Source: an optimization exercise on an open RTL-to-GDS flow (aim: small area and a short achievable clock period). Production flows keep margins and buffers that such runs may drop. Only simulation tests tie the RTL to the original design; equivalence was not proved.

==> job 8132: inputs <==
## ntt_block_radix2_pipelined
module ntt_block_radix2_pipelined (
    input  logic         clk,
    input  logic         reset,
    input  logic         data_valid_in,
    input  logic         iNTT_mode,
    input  logic [127:0] Data_in,
    output logic [127:0] Data_out,
    output logic         data_valid_out,
    output logic         mode_out
);
==> flow/config.mk <==
export PLATFORM = sky130hd
export DESIGN_NAME = ntt_block_radix2_pipelined
export DESIGN_NICKNAME = ntt_block_radix2_pipelined
export VERILOG_FILES = /design/flow/design.v
export SDC_FILE = /design/flow/constraint.sdc
export NUM_CORES = 4
export LEC_CHECK = 0
export CAP_MARGIN = 20
export CORE_MARGIN = 2
export CORE_UTILIZATION = 55
export SLEW_MARGIN = 20
export SYNTH_HIERARCHICAL = 1
export SYNTH_MINIMUM_KEEP_SIZE = 0
==> flow/constraint.sdc <==
create_clock -name core_clock -period 65.0 [get_ports {clk}]
set_input_delay 13.0000 -clock core_clock [delete_from_list [all_inputs] [get_ports {clk}]]
set_output_delay 13.0000 -clock core_clock [all_outputs]
set_load 0.01 [all_outputs]
standard.sh (not shown) runs the stock make flow with config.mk's settings and CLKGATE_MAP_FILE= SYNTH_SCRIPT=/design/flow/synth_recipe.tcl, a recipe that flattens the netlist after the stock synthesis.
==> flow/flow/run.sh <==
#!/bin/bash
# Standard ORFS layout of the standard synthesis. Differences from the default flow:
# ports are buffered with buf_1 and the output-port buffers are then resized to buf_2
# (flow/post_gpl.tcl), and the CTS sink clustering is set explicitly.
set -o pipefail
bash standard.sh "POST_GLOBAL_PLACE_TCL=$PWD/flow/post_gpl.tcl" "BUFFER_PORTS_ARGS=-buffer_cell sky130_fd_sc_hd__buf_1"  "CTS_CLUSTER_SIZE=30" "CTS_CLUSTER_DIAMETER=150" "CTS_BUF_DISTANCE=400" finish > standard.log 2>&1
==> flow/flow/post_gpl.tcl <==
# The standard port buffering used buf_1 on every port; give the output ports a buf_2 instead.
set block [ord::get_db_block]
foreach bterm [$block getBTerms] {
  if {[$bterm getIoType] ne "OUTPUT"} { continue }
  set net [$bterm getNet]
  if {$net eq "NULL"} { continue }
  foreach iterm [$net getITerms] {
    if {![$iterm isOutputSignal]} { continue }
    set inst [$iterm getInst]
    if {[[$inst getMaster] getName] eq "sky130_fd_sc_hd__buf_1"} {
      replace_cell [get_cells [$inst getName]] sky130_fd_sc_hd__buf_2
    }
  }
}
==> job 9253 (differences from job 8132) <==
==> flow/flow/run.sh (replaced) <==
#!/bin/bash
# Standard ORFS layout of the standard synthesis. Differences from the default flow:
# ports are buffered with buf_1 and the output-port buffers are then resized to buf_2
# (flow/post_gpl.tcl), and the CTS sink clustering is set explicitly.
set -o pipefail
bash standard.sh "POST_GLOBAL_PLACE_TCL=$PWD/flow/post_gpl.tcl" "BUFFER_PORTS_ARGS=-buffer_cell sky130_fd_sc_hd__buf_1"  "CTS_ARGS=-sink_clustering_enable -repair_clock_nets -sink_clustering_size 30 -sink_clustering_max_diameter 150 -balance_levels" finish > standard.log 2>&1
==> qor summary <==
| metric | job 8132 | job 9253 |
|---|---|---|
| Critical path launch point | q426 | q426 |
| Count of flip-flops with a built-in enable after synthesis | 0 | 0 |
| Worst-Margin Slew | 1.00 ns | 1.00 ns |
| Relative slew margins | 33.1% | 33.1% |
| Kind of end point of the critical path | output pin | output pin |
| Std-Cell Rows | 84 | 84 |
| Critical path depth | 1 | 1 |
| Proportion of layout cells with a drive suffix above 1 | 7.62% | 7.62% |
| Per-cell via count in the routed design | 5.01 | 5.01 |
| Synth unique cells | 54 | 54 |
| Mapped Nets | 3026 | 3026 |
| DR DRC count | 0 | 0 |
| Final-layout non-clock buffer area share | 3.89% | 3.89% |
| Hold Crit Endpoint | q535 | q535 |
| Buf+Inv Stages, Crit Path | 1 | 1 |
| Startpoint types | flip-flop | flip-flop |
| Outcome | complete, no violations | complete, no violations |
| Final sum of negative setup slack | 0 ns | 0 ns |

[what the ideal ports hide]
The results above use ideal ports. As a check the final layouts listed here were re-extracted and re-timed, cells and wires unchanged.
Step 1 (the two cells are an assumption about what drives the block):
set clk [get_ports {clk}]
set_driving_cell -lib_cell sky130_fd_sc_hd__clkbuf_16 $clk
set_driving_cell -lib_cell sky130_fd_sc_hd__buf_2 [delete_from_list [all_inputs] $clk]
Step 2 also shifts input and output timing later by t, the mid clock arrival at the registers, as if the neighbouring blocks saw the same clock.
Three values: ideal, step 1, step 2; two values: the first two.
run	shift t [ns]	setup WS [ns]	worst register clock-pin slew, ns
job 8132	0.621	50.959 / 50.900 / 51.402	0.11 / 0.11
job 9253	0.621	50.959 / 50.900 / 51.402	0.11 / 0.11
After both steps every run listed still meets setup and hold.
